This is an optimization exercise on Yosys and OpenROAD, whose aim is small area, not a production implementation.
In this exercise RTL edits were held to simulation tests only and were not proved equivalent to the original.

==> run X: inputs <==
Design avr_cpu, start of the top module:
module avr_cpu (
    input  wire        clk,
    input  wire        rst_n,
    output wire [15:0] pc,
    input  wire [15:0] inst,
    output wire [5:0]  adr,
    output wire        iore,
    output wire        iowe,
    output wire [15:0] ramadr,
    output wire        ramre,
    output wire        ramwe,
    input  wire        cpuwait,
    input  wire [7:0]  dbusin,
    output wire [7:0]  dbusout,
    input  wire [22:0] irqlines,
    output wire        irqack,
    output wire [4:0]  irqackad,
    output wire        sleepi,
    output wire        irqok,
    output wire        globint,
    output wire        wdri,
    output wire [15:0] spm_out,
    output wire        spm_inst,
    input  wire        spm_wait,
    output wire        valid_instr,
    output wire        change_flow
);
==> flow/config.mk <==
export PLATFORM = sky130hd
export DESIGN_NAME = avr_cpu
export DESIGN_NICKNAME = avr_cpu
export VERILOG_FILES = /design/flow/design.v
export SDC_FILE = /design/flow/constraint.sdc
export NUM_CORES = 4
export LEC_CHECK = 0
export CAP_MARGIN = 20
export CORE_MARGIN = 2
export CORE_UTILIZATION = 60
export SLEW_MARGIN = 20
==> flow/constraint.sdc <==
create_clock -name core_clock -period 12.0 [get_ports {clk}]
set_input_delay 2.4000 -clock core_clock [delete_from_list [all_inputs] [get_ports {clk}]]
set_output_delay 2.4000 -clock core_clock [all_outputs]
set_load 0.01 [all_outputs]
standard.sh (not shown) runs the stock make flow with config.mk's settings and CLKGATE_MAP_FILE= SYNTH_SCRIPT=/design/flow/synth_recipe.tcl, a recipe that flattens the netlist after the stock synthesis.
==> flow/flow/run.sh <==
#!/bin/bash
# Own layout flow: the standard ORFS flow (standard.sh, unchanged synthesis) with these changes:
#  - port buffers use the smallest buffer cell (every input and output port still gets one)
#  - CTS: larger sink clusters and no dummy loads
# Each tool's full output is in orfs/logs/...; make's own output goes to flow_make.log.
set -euo pipefail
export REMOVE_ABC_BUFFERS=1
export BUFFER_PORTS_ARGS="-buffer_cell sky130_fd_sc_hd__buf_1"
export CTS_ARGS="-sink_clustering_enable -repair_clock_nets -dont_use_dummy_load -sink_clustering_size 30 -sink_clustering_max_diameter 100"
bash standard.sh finish > flow_make.log 2>&1
test -s out/final.def
==> run C: changes against run X <==
--- a/flow/design.v
+++ b/flow/design.v
@@ -679,18 +679,21 @@
       else 
       begin
        temp_in_data_current <= temp_in_data_next;
       end
    end  
-assign sreg_t_temp = {reg_rd_out[bit_num_r_io], 7'b0000000};
+assign sreg_t_temp[0]   = (bit_num_decode[0]) ? reg_rd_out[0] : 1'b0;
+assign sreg_t_temp[7:1] = (bit_num_decode[7:1] & reg_rd_out[7:1]) | (~bit_num_decode[7:1] & sreg_t_temp[6:0]);
 assign bit_pr_sreg_out_int[6:0] = ({7{idc_bset}} & (~reg_rd_out[6:0])) | ((~{7{idc_bclr}}) & reg_rd_out[6:0]);
 assign bit_pr_sreg_out_int[7] = (idc_bset & (~reg_rd_out[7])) | ((~idc_bclr) & reg_rd_out[7]) | idc_reti;
 assign bit_pr_sreg_out = (idc_bst) ? {bit_pr_sreg_out_int[7], sreg_t_temp[7], bit_pr_sreg_out_int[5:0]} : bit_pr_sreg_out_int;
 assign bit_test_in = (idc_sbis || idc_sbic) ? dbusin : reg_rd_out;
-assign bit_test_mux_out = {bit_test_in[bit_num_r_io], 7'b0000000};					     
+assign bit_test_mux_out[0] = (bit_num_decode[0]) ? bit_test_in[0] : 1'b0;
+assign bit_test_mux_out[7:1] = (bit_num_decode[7:1] & bit_test_in[7:1]) | (~bit_num_decode[7:1] & bit_test_mux_out[6:0]);					     
 assign bit_test_op_out = (bit_test_mux_out[7] & (idc_sbis | idc_sbrs)) | ((~bit_test_mux_out[7]) & (idc_sbic | idc_sbrc)) | (branch_mux[7] & idc_brbs) | ((~branch_mux[7]) & idc_brbc);
-assign branch_mux = {sreg_out[branch], 7'b0000000};			 
+assign branch_mux[0] = (branch_decode[0]) ? sreg_out[0] : 1'b0;
+assign branch_mux[7:1] = (branch_decode[7:1] & sreg_out[7:1]) | (~branch_decode[7:1] & branch_mux[6:0]);			 
 assign bld_op_out = (fn_bit_num_dcd(bit_num_r_io) & {8{sreg_t_flag}}) | (~fn_bit_num_dcd(bit_num_r_io) & reg_rd_out);
 assign branch_decode = fn_bit_num_dcd(branch); 
 assign bit_num_decode = fn_bit_num_dcd(bit_num_r_io); 
  generate
   genvar       i;
@@ -1697,11 +1700,11 @@
                            {10'b1111111111, dex_brxx_offset[5:0]};		 
       assign offset_rxx = ((dex_adr12mem_s[11] == 1'b0)) ? {5'b00000, dex_adr12mem_s[10:0]} : 		 
                           {5'b11111, dex_adr12mem_s[10:0]};		 
       assign program_counter = {pc_high_current, pc_low_current};
       wire        pc_brbx  = (idc_brbc | idc_brbs) & bit_test_op_out;
-      wire [15:0] pc_addend = (instruction_reg_current[15:11] == 5'b11110) ? offset_brbx : offset_rxx;
+      wire [15:0] pc_addend = (idc_brbc | idc_brbs) ? offset_brbx : offset_rxx;
       wire [15:0] pc_rel;
       wire [15:0] pc_inc;
       StandAdder #(.AdderWidth(16)) pc_adder(.A(program_counter), .B(pc_addend), .CI(1'b0), .S(pc_rel), .CO());
       IncDec #(.W(16)) pc_incr(.A(program_counter), .UP(1'b1), .EN(1'b1), .Y(pc_inc));
       assign program_counter_in = (pc_brbx == 1'b1) ? pc_rel : 		 
==> flow/run.sh (new file) <==
#!/bin/bash
# synth_recipe.tcl (not shown) runs the flow's synth.tcl, then flattens the netlist and writes it again
# the make line also repeats each setting of config.mk as NAME=value (left out here)
make -C /OpenROAD-flow-scripts/flow DESIGN_CONFIG=/design/flow/config.mk WORK_HOME=/design/flow/orfs CLKGATE_MAP_FILE= SYNTH_SCRIPT=/design/flow/synth_recipe.tcl finish
--- a/flow/config.mk
+++ b/flow/config.mk
@@ -5,7 +5,7 @@
 export SDC_FILE = /design/flow/constraint.sdc
 export NUM_CORES = 4
 export LEC_CHECK = 0
 export CAP_MARGIN = 20
 export CORE_MARGIN = 2
-export CORE_UTILIZATION = 60
+export CORE_UTILIZATION = 35
 export SLEW_MARGIN = 20
removed: flow/flow/run.sh
removed: flow/standard.sh
==> run F: changes against run X <==
--- a/flow/design.v
+++ b/flow/design.v
@@ -958,30 +958,30 @@
    assign reg_rd_out = gv[reg_rd_adr*8 +: 8];
    assign reg_z_out = z_reg;
    assign spm_out   = gv[15:0];
    wire h_wr = ~reg_rd_wr & reg_h_wr;
    wire [7:0] odd_data = w_op ? reg_rd_hb_in : reg_rd_in;
+   wire [7:0] xyz_lo_data = h_wr ? reg_h_in[7:0]  : reg_rd_in;
+   wire [7:0] xyz_hi_data = h_wr ? reg_h_in[15:8] : odd_data;
    genvar i;
    generate
       for (i = 0; i < 32; i = i + 1)
       begin : regs
          wire       hsel = (i == 26 || i == 27) ? reg_h_adr[0] :
                            (i == 28 || i == 29) ? reg_h_adr[1] :
                            (i == 30 || i == 31) ? reg_h_adr[2] : 1'b0;
          wire       rd_sel  = (i % 2 == 1) ? (reg_rd_wr & (reg_wr_adr[4:1] == (i / 2)) & (reg_wr_adr[0] | w_op)) :
                                              (reg_rd_wr & (reg_wr_adr == i));
-         wire [7:0] rd_data = (i % 2 == 1) ? odd_data : reg_rd_in;
+         wire [7:0] rd_data = (i >= 26) ? ((i % 2 == 1) ? xyz_hi_data : xyz_lo_data) :
+                              (i % 2 == 1) ? odd_data : reg_rd_in;
          wire       h_sel   = h_wr & hsel;
-         wire [7:0] h_byte  = (i % 2 == 1) ? reg_h_in[15:8] : reg_h_in[7:0];
          reg  [7:0] q;
          always @(posedge cp2 or negedge ireset)
             if (!ireset)
                q <= 8'h00;
-            else if (rd_sel)
+            else if (rd_sel | h_sel)
                q <= rd_data;
-            else if (h_sel)
-               q <= h_byte;
          assign gv[i*8 +: 8] = q;
       end
    endgenerate
 endmodule  
 `timescale 1 ns / 1 ps
@@ -2199,30 +2199,30 @@
     njmp_st0_next = ((~njmp_st0_current) & idc_jmp) | (njmp_st0_current & (~jmp_st2_current));
     jmp_st1_next  = (~jmp_st1_current) & (~njmp_st0_current) & idc_jmp;	     
     jmp_st2_next  = (~jmp_st2_current) & jmp_st1_current;
     nrcall_st0_next = ((~nrcall_st0_current) & idc_rcall) | (nrcall_st0_current & (~(rcall_st2_current & (~cpuwait))));
     rcall_st1_next  = ((~rcall_st1_current) & (~nrcall_st0_current) & idc_rcall) | (rcall_st1_current & cpuwait);
-    rcall_st2_next  = ((~rcall_st2_current) & rcall_st1_current & (~cpuwait)) | (rcall_st2_current & cpuwait);
+    rcall_st2_next  = cpuwait ? rcall_st2_current : rcall_st1_current;	 
     nicall_st0_next = ((~nicall_st0_current) & idc_icall) | (nicall_st0_current & (~(icall_st2_current & (~cpuwait))));
     icall_st1_next  = ((~icall_st1_current) & (~nicall_st0_current) & idc_icall) | (icall_st1_current & cpuwait);
-    icall_st2_next  = ((~icall_st2_current) & icall_st1_current & (~cpuwait)) | (icall_st2_current & cpuwait);
+    icall_st2_next  = cpuwait ? icall_st2_current : icall_st1_current;	 
     ncall_st0_next = ((~ncall_st0_current) & idc_call) | (ncall_st0_current & (~(call_st3_current & (~cpuwait))));
     call_st1_next  = (~call_st1_current) & (~ncall_st0_current) & idc_call;
     call_st2_next  = ((~call_st2_current) & call_st1_current) | (call_st2_current & cpuwait);
-    call_st3_next  = ((~call_st3_current) & call_st2_current & (~cpuwait)) | (call_st3_current & cpuwait);
+    call_st3_next  = cpuwait ? call_st3_current : call_st2_current;	 
     nret_st0_next = ((~nret_st0_current) & idc_ret) | (nret_st0_current & (~ret_st3_current));
     ret_st1_next  = ((~ret_st1_current) & (~nret_st0_current) & idc_ret) | (ret_st1_current & cpuwait);
-    ret_st2_next  = ((~ret_st2_current) & ret_st1_current & (~cpuwait)) | (ret_st2_current & cpuwait);
+    ret_st2_next  = cpuwait ? ret_st2_current : ret_st1_current;	 
     ret_st3_next  = (~ret_st3_current) & ret_st2_current & (~cpuwait);
     nreti_st0_next = ((~nreti_st0_current) & idc_reti) | (nreti_st0_current & (~reti_st3_current));
     reti_st1_next  = ((~reti_st1_current) & (~nreti_st0_current) & idc_reti) | (reti_st1_current & cpuwait);
-    reti_st2_next  = ((~reti_st2_current) & reti_st1_current & (~cpuwait)) | (reti_st2_current & cpuwait);
+    reti_st2_next  = cpuwait ? reti_st2_current : reti_st1_current;	 
     reti_st3_next  = (~reti_st3_current) & reti_st2_current & (~cpuwait);
     nirq_st0_next = ((~nirq_st0_current) & irq_start) | (nirq_st0_current & (~(irq_st3_current & (~cpuwait))));
     irq_st1_next = ((~irq_st1_current) & (~nirq_st0_current) & irq_start);
     irq_st2_next = ((~irq_st2_current) & irq_st1_current) | (irq_st2_current & cpuwait);
-    irq_st3_next = ((~irq_st3_current) & irq_st2_current & (~cpuwait)) | (irq_st3_current & cpuwait);
+    irq_st3_next = cpuwait ? irq_st3_current : irq_st2_current;	 
     irqackad_int_next = irq_vector_adr[5:1];  
     rjmp_st_next = idc_rjmp | idc_ijmp | ((idc_brbc | idc_brbs) & bit_test_op_out);
     push_st_next = ((~push_st_current) & idc_push) | (push_st_current & cpuwait);
     pop_st_next = ((~pop_st_current) & idc_pop) | (pop_st_current & cpuwait);
     ld_st_next = ((~ld_st_current) & (idc_ld_x | idc_ld_y | idc_ldd_y | idc_ld_z | idc_ldd_z | idc_lds)) | (ld_st_current & cpuwait);
==> flow/flow/run.sh (replaced) <==
#!/bin/bash
# Own layout flow: the standard ORFS flow (standard.sh, ORFS synthesis with synth_recipe.tcl)
# with these changes:
#  - abc maps the logic with an area-recovering script (flow/abc_speed.script, used in place of
#    ORFS's abc_speed.script through a copy of ORFS's scripts folder); registers are untouched
#  - the buffers abc inserted during synthesis are removed at floorplan (REMOVE_ABC_BUFFERS)
#  - port buffers use the smallest buffer cell (every input and output port still gets one)
#  - CTS: larger sink clusters and no dummy loads
# Each tool's full output is in orfs/logs/...; make's own output goes to flow_make.log.
set -euo pipefail
W=$PWD
rm -rf "$W/orfs_scripts"
cp -r "$FLOW_HOME/scripts" "$W/orfs_scripts"
cp "$W/flow/abc_speed.script" "$W/orfs_scripts/abc_speed.script"
export SCRIPTS_DIR="$W/orfs_scripts"
export REMOVE_ABC_BUFFERS=1
export BUFFER_PORTS_ARGS="-buffer_cell sky130_fd_sc_hd__buf_1"
export CTS_ARGS="-sink_clustering_enable -repair_clock_nets -dont_use_dummy_load -sink_clustering_size 20 -sink_clustering_max_diameter 80"
bash standard.sh finish > flow_make.log 2>&1
test -s out/final.def
==> flow/flow/abc_speed.script (new file) <==
&get -n
&st
&dch
&nf
&st
&dch -f
&nf -a
&put
topo
stime -c
upsize -c
dnsize -c
==> run Z: changes against run X <==
--- a/flow/design.v
+++ b/flow/design.v
@@ -679,18 +679,21 @@
       else 
       begin
        temp_in_data_current <= temp_in_data_next;
       end
    end  
-assign sreg_t_temp = {reg_rd_out[bit_num_r_io], 7'b0000000};
+assign sreg_t_temp[0]   = (bit_num_decode[0]) ? reg_rd_out[0] : 1'b0;
+assign sreg_t_temp[7:1] = (bit_num_decode[7:1] & reg_rd_out[7:1]) | (~bit_num_decode[7:1] & sreg_t_temp[6:0]);
 assign bit_pr_sreg_out_int[6:0] = ({7{idc_bset}} & (~reg_rd_out[6:0])) | ((~{7{idc_bclr}}) & reg_rd_out[6:0]);
 assign bit_pr_sreg_out_int[7] = (idc_bset & (~reg_rd_out[7])) | ((~idc_bclr) & reg_rd_out[7]) | idc_reti;
 assign bit_pr_sreg_out = (idc_bst) ? {bit_pr_sreg_out_int[7], sreg_t_temp[7], bit_pr_sreg_out_int[5:0]} : bit_pr_sreg_out_int;
 assign bit_test_in = (idc_sbis || idc_sbic) ? dbusin : reg_rd_out;
-assign bit_test_mux_out = {bit_test_in[bit_num_r_io], 7'b0000000};					     
+assign bit_test_mux_out[0] = (bit_num_decode[0]) ? bit_test_in[0] : 1'b0;
+assign bit_test_mux_out[7:1] = (bit_num_decode[7:1] & bit_test_in[7:1]) | (~bit_num_decode[7:1] & bit_test_mux_out[6:0]);					     
 assign bit_test_op_out = (bit_test_mux_out[7] & (idc_sbis | idc_sbrs)) | ((~bit_test_mux_out[7]) & (idc_sbic | idc_sbrc)) | (branch_mux[7] & idc_brbs) | ((~branch_mux[7]) & idc_brbc);
-assign branch_mux = {sreg_out[branch], 7'b0000000};			 
+assign branch_mux[0] = (branch_decode[0]) ? sreg_out[0] : 1'b0;
+assign branch_mux[7:1] = (branch_decode[7:1] & sreg_out[7:1]) | (~branch_decode[7:1] & branch_mux[6:0]);			 
 assign bld_op_out = (fn_bit_num_dcd(bit_num_r_io) & {8{sreg_t_flag}}) | (~fn_bit_num_dcd(bit_num_r_io) & reg_rd_out);
 assign branch_decode = fn_bit_num_dcd(branch); 
 assign bit_num_decode = fn_bit_num_dcd(bit_num_r_io); 
  generate
   genvar       i;
@@ -1697,11 +1700,11 @@
                            {10'b1111111111, dex_brxx_offset[5:0]};		 
       assign offset_rxx = ((dex_adr12mem_s[11] == 1'b0)) ? {5'b00000, dex_adr12mem_s[10:0]} : 		 
                           {5'b11111, dex_adr12mem_s[10:0]};		 
       assign program_counter = {pc_high_current, pc_low_current};
       wire        pc_brbx  = (idc_brbc | idc_brbs) & bit_test_op_out;
-      wire [15:0] pc_addend = (instruction_reg_current[15:11] == 5'b11110) ? offset_brbx : offset_rxx;
+      wire [15:0] pc_addend = (idc_brbc | idc_brbs) ? offset_brbx : offset_rxx;
       wire [15:0] pc_rel;
       wire [15:0] pc_inc;
       StandAdder #(.AdderWidth(16)) pc_adder(.A(program_counter), .B(pc_addend), .CI(1'b0), .S(pc_rel), .CO());
       IncDec #(.W(16)) pc_incr(.A(program_counter), .UP(1'b1), .EN(1'b1), .Y(pc_inc));
       assign program_counter_in = (pc_brbx == 1'b1) ? pc_rel : 		 
--- a/flow/config.mk
+++ b/flow/config.mk
@@ -5,7 +5,7 @@
 export SDC_FILE = /design/flow/constraint.sdc
 export NUM_CORES = 4
 export LEC_CHECK = 0
 export CAP_MARGIN = 20
 export CORE_MARGIN = 2
-export CORE_UTILIZATION = 60
+export CORE_UTILIZATION = 50
 export SLEW_MARGIN = 20
==> results_dict.tcl <==
set metrics [dict create \
    status "complete, no violations" \
    antenna_cells 2 \
    drt_iter0_drc 5058 \
    grt_max_degree 154 \
    startpoint "core.pm_fetch_dec_Inst.irq_st1_current" \
    synthAdderAreaFrac 0.0661 \
    gp_congestion 1.09 \
]
# the run above: run C

==> results_dict.tcl <==
set metrics [dict create \
    gp_congestion 1.12 \
    synthAdderAreaFrac 0.0661 \
    core-area_mm2 0.0689 \
    grt_max_degree 165 \
    antenna_cells 4 \
    status "complete, no violations" \
    syn2layout_area_growth_pct 6.13 \
    startpoint "core.pm_fetch_dec_Inst.icall_st1_current" \
    dominant_cells "multi-input gates" \
    cts_tree "built" \
    n_all_inverters 148 \
]
# the run above: run Z

==> results_dict.tcl <==
set metrics [dict create \
    status "complete, no violations" \
    drt_iter0_drc 6153 \
    antenna_cells 5 \
    synthAdderAreaFrac 0.0743 \
    gp_congestion 1.11 \
    startpoint "core.pm_fetch_dec_Inst.reti_st2_current" \
    maxCapViolCount 0 \
    grt_max_degree 187 \
]
# the run above: run F

==> results_dict.tcl <==
set metrics [dict create \
    grt_max_degree 179 \
    die-width_um 242 \
    drt_iter0_drc 5311 \
    antenna_cells 4 \
    pre_cts_ws_ns 1.63 \
    status "complete, no violations" \
    startpoint "core.pm_fetch_dec_Inst.st_st_current" \
    synthAdderAreaFrac 0.0685 \
]
# the run above: run X

afterwards: timing with drivers on the ports:
In the flow no input, the clock included, has a driving cell. The finished layouts below were timed again as built, in two steps.
Step 1 assumes that a clkbuf_16 drives the clock port and a buf_2 every other input.
Step 2, shift: input delay + t, output delay - t, t = (earliest + latest rising clock arrival at the registers) / 2. This alone moves slack from input paths to output paths.
Three values: ideal ports, drivers, drivers and shift; two values: the first two.
run	shift t [ns]	setup WS [ns]	worst register clock-pin slew, ns
run X	0.651	1.237 / 1.237 / 1.237	0.12 / 0.12
run C	0.714	1.258 / 1.258 / 1.258	0.07 / 0.07
run F	0.629	1.677 / 1.677 / 1.677	0.09 / 0.09
run Z	0.690	1.750 / 1.750 / 1.750	0.12 / 0.12
After both steps every run listed still meets setup and hold.
